What follows belongs to an exercise in optimizing a design on an open flow for small area and a short achievable clock period; a production flow would make more cautious choices.
Where RTL was checked, it was by simulation tests only, not by an equivalence proof against the original.

==> run P: inputs <==
Design fir_gen, start of the top module:
module fir_gen (input clk, input reset, input Load_x,
    input signed [7:0] x_in, input signed [7:0] c_in, output signed [7:0] y_out);
reg [7:0] c0, c1, c2;
reg [3:0] xo, xt, xn;
reg [15:0] a2r0;
reg [15:0] a2r1;
reg [16:0] a1r0;
reg [16:0] a1r1;
reg [2:0] yq;
reg [7:0] yg;
reg [7:0] yp;
wire [8:0] xe = {x_in, 1'b0};
wire [3:0] bo, bt, bn;
genvar gi;
generate for (gi = 0; gi < 4; gi = gi + 1) begin : rec
  assign bo[gi] = xe[2*gi+1] ^ xe[2*gi];
  assign bt[gi] = (xe[2*gi+2] & ~xe[2*gi+1] & ~xe[2*gi]) | (~xe[2*gi+2] & xe[2*gi+1] & xe[2*gi]);
  assign bn[gi] = xe[2*gi+2];
end endgenerate
wire [3:0] xon = Load_x ? bo : xo;
wire [3:0] xtn = Load_x ? bt : xt;
wire [3:0] xnn = Load_x ? bn : xn;
wire p1;
wire p2;
wire p3;
wire p4;
wire p5;
wire p6;
wire p7;
wire p8;
wire p9;
wire p10;
wire p11;
wire p12;
wire p13;
wire p14;
wire p15;
wire p16;
wire p17;
wire p18;
wire p19;
wire p20;
wire p21;
wire p22;
wire p23;
wire p24;
wire p25;
wire p26;
wire p27;
wire p28;
wire p29;
wire p30;
wire p31;
wire p32;
wire p33;
wire p34;
wire p35;
wire p36;
wire s37;
wire c38;
wire s39;
wire c40;
wire s41;
wire c42;
wire s43;
wire c44;
wire s45;
wire c46;
wire s47;
wire c48;
  ...
clock: 5.5 ns
lec_check: 0
cap_margin: 20
core_margin: 2
core_utilization: 50
setup_slack_margin: 2.5
slew_margin: 20
synth_hierarchical: 1
synth_minimum_keep_size: 0
standard.sh (not shown) runs the stock make flow with config.mk's settings and CLKGATE_MAP_FILE= SYNTH_SCRIPT=/design/flow/synth_recipe.tcl, a recipe that flattens the netlist after the stock synthesis.
==> flow/flow/run.sh <==
#!/bin/bash
# Own layout flow: the standard flow (standard.sh), with two changes after synthesis:
#  - the input and output port buffers are buf_1 cells (buffer_ports -buffer_cell)
#  - clock tree synthesis without dummy loads
# Each step's full output goes to its own log file in this folder.
set -euo pipefail
bash standard.sh synth > synth.log 2>&1
export BUFFER_PORTS_ARGS="-buffer_cell sky130_fd_sc_hd__buf_1"
export CTS_ARGS="-sink_clustering_enable -repair_clock_nets -dont_use_dummy_load"
bash standard.sh floorplan > floorplan.log 2>&1
bash standard.sh place > place.log 2>&1
bash standard.sh cts > cts.log 2>&1
bash standard.sh route > route.log 2>&1
bash standard.sh finish > finish.log 2>&1
test -f out/final.def
==> inputs of run F, as changes to run P <==
--- a/flow/design.v
+++ b/flow/design.v
@@ -471,24 +471,24 @@
 wire o449;
 wire x450;
 wire g451;
 wire o452;
 wire g453;
 wire g454;
 wire o455;
 wire g456;
-wire g457;
-wire o458;
+wire o457;
+wire g458;
 wire g459;
-wire g460;
-wire o461;
+wire o460;
+wire g461;
 wire g462;
-wire g463;
-wire o464;
+wire o463;
+wire g464;
 wire g465;
 wire o466;
 wire g467;
 wire g468;
 wire o469;
 wire g470;
 wire g471;
 wire o472;
@@ -497,47 +497,38 @@
 wire o475;
 wire g476;
 wire g477;
 wire o478;
 wire g479;
 wire g480;
 wire o481;
 wire g482;
-wire g483;
-wire o484;
-wire g485;
-wire g486;
-wire o487;
-wire g488;
-wire g489;
-wire o490;
-wire g491;
+wire x483;
+wire g484;
+wire o485;
+wire x486;
+wire g487;
+wire o488;
+wire x489;
+wire g490;
+wire o491;
 wire x492;
 wire g493;
 wire o494;
 wire x495;
 wire g496;
 wire o497;
 wire x498;
 wire g499;
 wire o500;
 wire x501;
 wire g502;
 wire o503;
 wire x504;
-wire g505;
-wire o506;
-wire x507;
-wire g508;
-wire o509;
-wire x510;
-wire g511;
-wire o512;
-wire x513;
 assign p1 = (xo[0] & c2[0]) ^ xn[0];
 assign p2 = ((xo[0] & c2[1]) | (xt[0] & c2[0])) ^ xn[0];
 assign p3 = ((xo[0] & c2[2]) | (xt[0] & c2[1])) ^ xn[0];
 assign p4 = ((xo[0] & c2[3]) | (xt[0] & c2[2])) ^ xn[0];
 assign p5 = ((xo[0] & c2[4]) | (xt[0] & c2[3])) ^ xn[0];
 assign p6 = ((xo[0] & c2[5]) | (xt[0] & c2[4])) ^ xn[0];
 assign p7 = ((xo[0] & c2[6]) | (xt[0] & c2[5])) ^ xn[0];
 assign p8 = ((xo[0] & c2[7]) | (xt[0] & c2[6])) ^ xn[0];
@@ -857,94 +848,85 @@
 assign o443 = o409 | g410;
 assign x444 = s386 ^ o443;
 assign o445 = o418 | g419;
 assign x446 = s388 ^ o445;
 assign o447 = o421 | g422;
 assign x448 = s390 ^ o447;
 assign o449 = o424 | g425;
 assign x450 = n392 ^ o449;
-assign g451 = s333 & c332;
-assign o452 = c334 | g451;
-assign g453 = s333 & s331;
-assign g454 = s337 & c336;
-assign o455 = c338 | g454;
-assign g456 = s337 & s335;
-assign g457 = s335 & o452;
-assign o458 = c336 | g457;
-assign g459 = s335 & g453;
-assign g460 = g456 & o452;
-assign o461 = o455 | g460;
-assign g462 = g456 & g453;
-assign g463 = yq[2] & yq[0];
-assign o464 = yq[1] | g463;
-assign g465 = yp[1] & yg[0];
-assign o466 = yg[1] | g465;
-assign g467 = yp[1] & yp[0];
-assign g468 = yp[3] & yg[2];
-assign o469 = yg[3] | g468;
-assign g470 = yp[3] & yp[2];
-assign g471 = yp[5] & yg[4];
-assign o472 = yg[5] | g471;
-assign g473 = yp[5] & yp[4];
-assign g474 = yp[2] & o466;
-assign o475 = yg[2] | g474;
-assign g476 = yp[2] & g467;
-assign g477 = g470 & o466;
-assign o478 = o469 | g477;
-assign g479 = g470 & g467;
-assign g480 = yp[6] & o472;
-assign o481 = yg[6] | g480;
-assign g482 = yp[6] & g473;
-assign g483 = yp[4] & o478;
-assign o484 = yg[4] | g483;
-assign g485 = yp[4] & g479;
-assign g486 = g473 & o478;
-assign o487 = o472 | g486;
-assign g488 = g473 & g479;
-assign g489 = g482 & o478;
-assign o490 = o481 | g489;
-assign g491 = g482 & g479;
-assign x492 = yp[0] ^ o464;
-assign g493 = yp[0] & o464;
-assign o494 = yg[0] | g493;
-assign x495 = yp[1] ^ o494;
-assign g496 = g467 & o464;
-assign o497 = o466 | g496;
-assign x498 = yp[2] ^ o497;
-assign g499 = g476 & o464;
-assign o500 = o475 | g499;
-assign x501 = yp[3] ^ o500;
-assign g502 = g479 & o464;
-assign o503 = o478 | g502;
-assign x504 = yp[4] ^ o503;
-assign g505 = g485 & o464;
-assign o506 = o484 | g505;
-assign x507 = yp[5] ^ o506;
-assign g508 = g488 & o464;
-assign o509 = o487 | g508;
-assign x510 = yp[6] ^ o509;
-assign g511 = g491 & o464;
-assign o512 = o490 | g511;
-assign x513 = yp[7] ^ o512;
+assign g451 = s337 & c336;
+assign o452 = c338 | g451;
+assign g453 = s337 & s335;
+assign g454 = yq[2] & yq[0];
+assign o455 = yq[1] | g454;
+assign g456 = yp[1] & yg[0];
+assign o457 = yg[1] | g456;
+assign g458 = yp[1] & yp[0];
+assign g459 = yp[3] & yg[2];
+assign o460 = yg[3] | g459;
+assign g461 = yp[3] & yp[2];
+assign g462 = yp[5] & yg[4];
+assign o463 = yg[5] | g462;
+assign g464 = yp[5] & yp[4];
+assign g465 = yp[2] & o457;
+assign o466 = yg[2] | g465;
+assign g467 = yp[2] & g458;
+assign g468 = g461 & o457;
+assign o469 = o460 | g468;
+assign g470 = g461 & g458;
+assign g471 = yp[6] & o463;
+assign o472 = yg[6] | g471;
+assign g473 = yp[6] & g464;
+assign g474 = yp[4] & o469;
+assign o475 = yg[4] | g474;
+assign g476 = yp[4] & g470;
+assign g477 = g464 & o469;
+assign o478 = o463 | g477;
+assign g479 = g464 & g470;
+assign g480 = g473 & o469;
+assign o481 = o472 | g480;
+assign g482 = g473 & g470;
+assign x483 = yp[0] ^ o455;
+assign g484 = yp[0] & o455;
+assign o485 = yg[0] | g484;
+assign x486 = yp[1] ^ o485;
+assign g487 = g458 & o455;
+assign o488 = o457 | g487;
+assign x489 = yp[2] ^ o488;
+assign g490 = g467 & o455;
+assign o491 = o466 | g490;
+assign x492 = yp[3] ^ o491;
+assign g493 = g470 & o455;
+assign o494 = o469 | g493;
+assign x495 = yp[4] ^ o494;
+assign g496 = g476 & o455;
+assign o497 = o475 | g496;
+assign x498 = yp[5] ^ o497;
+assign g499 = g479 & o455;
+assign o500 = o478 | g499;
+assign x501 = yp[6] ^ o500;
+assign g502 = g482 & o455;
+assign o503 = o481 | g502;
+assign x504 = yp[7] ^ o503;
 always @(posedge clk or posedge reset)
   if (reset) begin
     xo <= 4'd0; xt <= 4'd0; xn <= 4'd0; c0 <= 8'd0; c1 <= 8'd0; c2 <= 8'd0;
     a2r0 <= 16'd22016; a2r1 <= 16'd0; a1r0 <= 17'd43776; a1r1 <= 17'd0; yq <= 3'd0; yg <= 8'd0; yp <= 8'd0;
   end else begin
     xo <= xon; xt <= xtn; xn <= xnn;
     if (!Load_x) begin c2 <= c_in; c1 <= c2; c0 <= c1; end
     a2r0 <= {1'b0,p36,p35,s73,c80,s79,s71,c78,s77,c76,s75,c54,s53,s37,p2,s63};
     a2r1 <= {1'b0,1'b0,c74,1'b0,s61,1'b0,c70,s69,1'b0,s67,1'b0,s65,1'b0,xnn[1],c64,1'b0};
     a1r0 <= {1'b0,c198,c196,c194,c192,c190,c188,c186,c184,c182,c180,c178,c176,c174,c172,c170,xnn[0]};
     a1r1 <= {1'b0,1'b0,s197,s195,s193,s191,s189,s187,s185,s183,s181,s179,s177,s175,s173,s171,s169};
-    yq <= {g462,o461,o364};
+    yq <= {g453,o452,o370};
     yg <= {1'b0,c391,c389,c387,c385,c383,c381,c379};
     yp <= {n392,s390,s388,s386,s384,s382,s380,s378};
   end
-assign y_out = {x513,x510,x507,x504,x501,x498,x495,x492};
+assign y_out = {x504,x501,x498,x495,x492,x489,x486,x483};
 endmodule
 module fa_cell (input a, input b, input c, output s, output co);
 assign {co, s} = a + b + c;
 endmodule
 module ha_cell (input a, input b, output s, output co);
 assign {co, s} = a + b;
 endmodule
==> flow/config.mk (replaced) <==
export PLATFORM = sky130hd
export DESIGN_NAME = fir_gen
export DESIGN_NICKNAME = fir_gen
export VERILOG_FILES = /design/flow/design.v
export SDC_FILE = /design/flow/constraint.sdc
export NUM_CORES = 4
export LEC_CHECK = 0
export CAP_MARGIN = 20
export CORE_MARGIN = 2
export CORE_UTILIZATION = 40
export SETUP_SLACK_MARGIN = 2.4
export SLEW_MARGIN = 20
export SYNTH_HIERARCHICAL = 1
export SYNTH_MINIMUM_KEEP_SIZE = 0
==> inputs of run E, as changes to run P <==
--- a/flow/design.v
+++ b/flow/design.v
@@ -471,24 +471,24 @@
 wire o449;
 wire x450;
 wire g451;
 wire o452;
 wire g453;
 wire g454;
 wire o455;
 wire g456;
-wire g457;
-wire o458;
+wire o457;
+wire g458;
 wire g459;
-wire g460;
-wire o461;
+wire o460;
+wire g461;
 wire g462;
-wire g463;
-wire o464;
+wire o463;
+wire g464;
 wire g465;
 wire o466;
 wire g467;
 wire g468;
 wire o469;
 wire g470;
 wire g471;
 wire o472;
@@ -497,47 +497,38 @@
 wire o475;
 wire g476;
 wire g477;
 wire o478;
 wire g479;
 wire g480;
 wire o481;
 wire g482;
-wire g483;
-wire o484;
-wire g485;
-wire g486;
-wire o487;
-wire g488;
-wire g489;
-wire o490;
-wire g491;
+wire x483;
+wire g484;
+wire o485;
+wire x486;
+wire g487;
+wire o488;
+wire x489;
+wire g490;
+wire o491;
 wire x492;
 wire g493;
 wire o494;
 wire x495;
 wire g496;
 wire o497;
 wire x498;
 wire g499;
 wire o500;
 wire x501;
 wire g502;
 wire o503;
 wire x504;
-wire g505;
-wire o506;
-wire x507;
-wire g508;
-wire o509;
-wire x510;
-wire g511;
-wire o512;
-wire x513;
 assign p1 = (xo[0] & c2[0]) ^ xn[0];
 assign p2 = ((xo[0] & c2[1]) | (xt[0] & c2[0])) ^ xn[0];
 assign p3 = ((xo[0] & c2[2]) | (xt[0] & c2[1])) ^ xn[0];
 assign p4 = ((xo[0] & c2[3]) | (xt[0] & c2[2])) ^ xn[0];
 assign p5 = ((xo[0] & c2[4]) | (xt[0] & c2[3])) ^ xn[0];
 assign p6 = ((xo[0] & c2[5]) | (xt[0] & c2[4])) ^ xn[0];
 assign p7 = ((xo[0] & c2[6]) | (xt[0] & c2[5])) ^ xn[0];
 assign p8 = ((xo[0] & c2[7]) | (xt[0] & c2[6])) ^ xn[0];
@@ -857,94 +848,85 @@
 assign o443 = o409 | g410;
 assign x444 = s386 ^ o443;
 assign o445 = o418 | g419;
 assign x446 = s388 ^ o445;
 assign o447 = o421 | g422;
 assign x448 = s390 ^ o447;
 assign o449 = o424 | g425;
 assign x450 = n392 ^ o449;
-assign g451 = s333 & c332;
-assign o452 = c334 | g451;
-assign g453 = s333 & s331;
-assign g454 = s337 & c336;
-assign o455 = c338 | g454;
-assign g456 = s337 & s335;
-assign g457 = s335 & o452;
-assign o458 = c336 | g457;
-assign g459 = s335 & g453;
-assign g460 = g456 & o452;
-assign o461 = o455 | g460;
-assign g462 = g456 & g453;
-assign g463 = yq[2] & yq[0];
-assign o464 = yq[1] | g463;
-assign g465 = yp[1] & yg[0];
-assign o466 = yg[1] | g465;
-assign g467 = yp[1] & yp[0];
-assign g468 = yp[3] & yg[2];
-assign o469 = yg[3] | g468;
-assign g470 = yp[3] & yp[2];
-assign g471 = yp[5] & yg[4];
-assign o472 = yg[5] | g471;
-assign g473 = yp[5] & yp[4];
-assign g474 = yp[2] & o466;
-assign o475 = yg[2] | g474;
-assign g476 = yp[2] & g467;
-assign g477 = g470 & o466;
-assign o478 = o469 | g477;
-assign g479 = g470 & g467;
-assign g480 = yp[6] & o472;
-assign o481 = yg[6] | g480;
-assign g482 = yp[6] & g473;
-assign g483 = yp[4] & o478;
-assign o484 = yg[4] | g483;
-assign g485 = yp[4] & g479;
-assign g486 = g473 & o478;
-assign o487 = o472 | g486;
-assign g488 = g473 & g479;
-assign g489 = g482 & o478;
-assign o490 = o481 | g489;
-assign g491 = g482 & g479;
-assign x492 = yp[0] ^ o464;
-assign g493 = yp[0] & o464;
-assign o494 = yg[0] | g493;
-assign x495 = yp[1] ^ o494;
-assign g496 = g467 & o464;
-assign o497 = o466 | g496;
-assign x498 = yp[2] ^ o497;
-assign g499 = g476 & o464;
-assign o500 = o475 | g499;
-assign x501 = yp[3] ^ o500;
-assign g502 = g479 & o464;
-assign o503 = o478 | g502;
-assign x504 = yp[4] ^ o503;
-assign g505 = g485 & o464;
-assign o506 = o484 | g505;
-assign x507 = yp[5] ^ o506;
-assign g508 = g488 & o464;
-assign o509 = o487 | g508;
-assign x510 = yp[6] ^ o509;
-assign g511 = g491 & o464;
-assign o512 = o490 | g511;
-assign x513 = yp[7] ^ o512;
+assign g451 = s337 & c336;
+assign o452 = c338 | g451;
+assign g453 = s337 & s335;
+assign g454 = yq[2] & yq[0];
+assign o455 = yq[1] | g454;
+assign g456 = yp[1] & yg[0];
+assign o457 = yg[1] | g456;
+assign g458 = yp[1] & yp[0];
+assign g459 = yp[3] & yg[2];
+assign o460 = yg[3] | g459;
+assign g461 = yp[3] & yp[2];
+assign g462 = yp[5] & yg[4];
+assign o463 = yg[5] | g462;
+assign g464 = yp[5] & yp[4];
+assign g465 = yp[2] & o457;
+assign o466 = yg[2] | g465;
+assign g467 = yp[2] & g458;
+assign g468 = g461 & o457;
+assign o469 = o460 | g468;
+assign g470 = g461 & g458;
+assign g471 = yp[6] & o463;
+assign o472 = yg[6] | g471;
+assign g473 = yp[6] & g464;
+assign g474 = yp[4] & o469;
+assign o475 = yg[4] | g474;
+assign g476 = yp[4] & g470;
+assign g477 = g464 & o469;
+assign o478 = o463 | g477;
+assign g479 = g464 & g470;
+assign g480 = g473 & o469;
+assign o481 = o472 | g480;
+assign g482 = g473 & g470;
+assign x483 = yp[0] ^ o455;
+assign g484 = yp[0] & o455;
+assign o485 = yg[0] | g484;
+assign x486 = yp[1] ^ o485;
+assign g487 = g458 & o455;
+assign o488 = o457 | g487;
+assign x489 = yp[2] ^ o488;
+assign g490 = g467 & o455;
+assign o491 = o466 | g490;
+assign x492 = yp[3] ^ o491;
+assign g493 = g470 & o455;
+assign o494 = o469 | g493;
+assign x495 = yp[4] ^ o494;
+assign g496 = g476 & o455;
+assign o497 = o475 | g496;
+assign x498 = yp[5] ^ o497;
+assign g499 = g479 & o455;
+assign o500 = o478 | g499;
+assign x501 = yp[6] ^ o500;
+assign g502 = g482 & o455;
+assign o503 = o481 | g502;
+assign x504 = yp[7] ^ o503;
 always @(posedge clk or posedge reset)
   if (reset) begin
     xo <= 4'd0; xt <= 4'd0; xn <= 4'd0; c0 <= 8'd0; c1 <= 8'd0; c2 <= 8'd0;
     a2r0 <= 16'd22016; a2r1 <= 16'd0; a1r0 <= 17'd43776; a1r1 <= 17'd0; yq <= 3'd0; yg <= 8'd0; yp <= 8'd0;
   end else begin
     xo <= xon; xt <= xtn; xn <= xnn;
     if (!Load_x) begin c2 <= c_in; c1 <= c2; c0 <= c1; end
     a2r0 <= {1'b0,p36,p35,s73,c80,s79,s71,c78,s77,c76,s75,c54,s53,s37,p2,s63};
     a2r1 <= {1'b0,1'b0,c74,1'b0,s61,1'b0,c70,s69,1'b0,s67,1'b0,s65,1'b0,xnn[1],c64,1'b0};
     a1r0 <= {1'b0,c198,c196,c194,c192,c190,c188,c186,c184,c182,c180,c178,c176,c174,c172,c170,xnn[0]};
     a1r1 <= {1'b0,1'b0,s197,s195,s193,s191,s189,s187,s185,s183,s181,s179,s177,s175,s173,s171,s169};
-    yq <= {g462,o461,o364};
+    yq <= {g453,o452,o370};
     yg <= {1'b0,c391,c389,c387,c385,c383,c381,c379};
     yp <= {n392,s390,s388,s386,s384,s382,s380,s378};
   end
-assign y_out = {x513,x510,x507,x504,x501,x498,x495,x492};
+assign y_out = {x504,x501,x498,x495,x492,x489,x486,x483};
 endmodule
 module fa_cell (input a, input b, input c, output s, output co);
 assign {co, s} = a + b + c;
 endmodule
 module ha_cell (input a, input b, output s, output co);
 assign {co, s} = a + b;
 endmodule
==> results.cfg <==
[status]
outcome = complete, no violations

[global_routing]
grt_pass1_wl_mm = 26.57

[worst_setup_path]
rr_startpoint = c0[6]
crit_start = c0[6]
rrSetupSlack_ns = 2.49
critPathTopFamily = adder cells

[finish]
buffer_area_share_pct = 4.288
mostFrequentLayoutCells = xnor2_1, dfrtp_1, fa_1

[synthesis]
muxShareOfSynthArea_pct = 4.291

[clock_network]
path_clk_slew_ns = 0.06

[sta]
setup_ws_ns = 2.495

[place]
dpl.cell_count = 779

[drt]
wl_met2_mm = 7.803
Source of the figures above: run P

==> results.cfg <==
[drt]
wl_met2_mm = 7.884

[worst_setup_path]
cp_slowest_stage_delay_ns = 0.77
critPathTopFamily = adder cells
rr_startpoint = xn[2]
crit_start = xn[2]
cp_slowest_cell = dfrtp_2

[synthesis]
yosys_register_bits = 106
muxShareOfSynthArea_pct = 4.291

[global_routing]
grt_pass1_wl_mm = 25.39

[finish]
buffer_area_share_pct = 3.947
mostFrequentLayoutCells = xnor2_1, dfrtp_1, fa_1

[place]
dpl.cell_count = 777

[sta]
setup_ws_ns = 2.557

[power_and_ir_drop]
power_leakage_nw = 3.282
clk-power_mw = 0.549
netSwitchingPower_mw = 2.037

[clock_network]
path_clk_slew_ns = 0.07

[status]
outcome = complete, no violations
Source of the figures above: run E

==> results.cfg <==
[synthesis]
synth_async_sr_flop_share_pct = 100.0
muxShareOfSynthArea_pct = 4.291

[status]
outcome = complete, no violations

[drt]
wl_met3_um = 612
wl_met2_mm = 7.839

[worst_setup_path]
rr_startpoint = xo[0]
rrSetupSlack_ns = 2.55
critPathTopFamily = simple AND/OR/NAND/NOR gates
crit_start = yp[3]

[finish]
buffer_area_share_pct = 2.726
mostFrequentLayoutCells = xnor2_1, dfrtp_1, fa_1
clkbuf_count = 9
fin_area_um2 = 8078

[sta]
whs_ns = 0.4922

[power_and_ir_drop]
internal_power_mw = 2.893

[global_routing]
grt_pass1_wl_mm = 25.55

[worst_hold_path]
hold_path_startpoint = a2r0[0]
Source of the figures above: run F

For run P, only the layout was checked, not whether the RTL still works.

==> re-timing with driven ports <==
How much do the figures lean on ideal ports? The routed layouts below were timed once more, with nothing changed but the port constraints. Step 1, drivers: a clkbuf_16 drives clk and a buf_2 each remaining input, both assumed. Step 2 times the ports against the registers' clock, not the clock port: input delays grow and output delays shrink by t, the midpoint of the rising clock arrivals with the driver on. Three values: no drivers, after step 1, after step 2; two values: the first two.
run	shift t [ns]	slack for setup (ns)	latest minus earliest clock arrival (ns)
run P	0.388	2.495 / 2.495 / 2.375	0.013 / 0.013
run F	0.401	2.472 / 2.426 / 2.423	0.015 / 0.014
run E	0.385	2.557 / 2.540 / 2.401	0.016 / 0.015
After both steps setup and hold are still met in every run listed. The setup slack of run E, which loses most, moves by -0.017 ns with the drivers and by -0.156 ns with both steps.
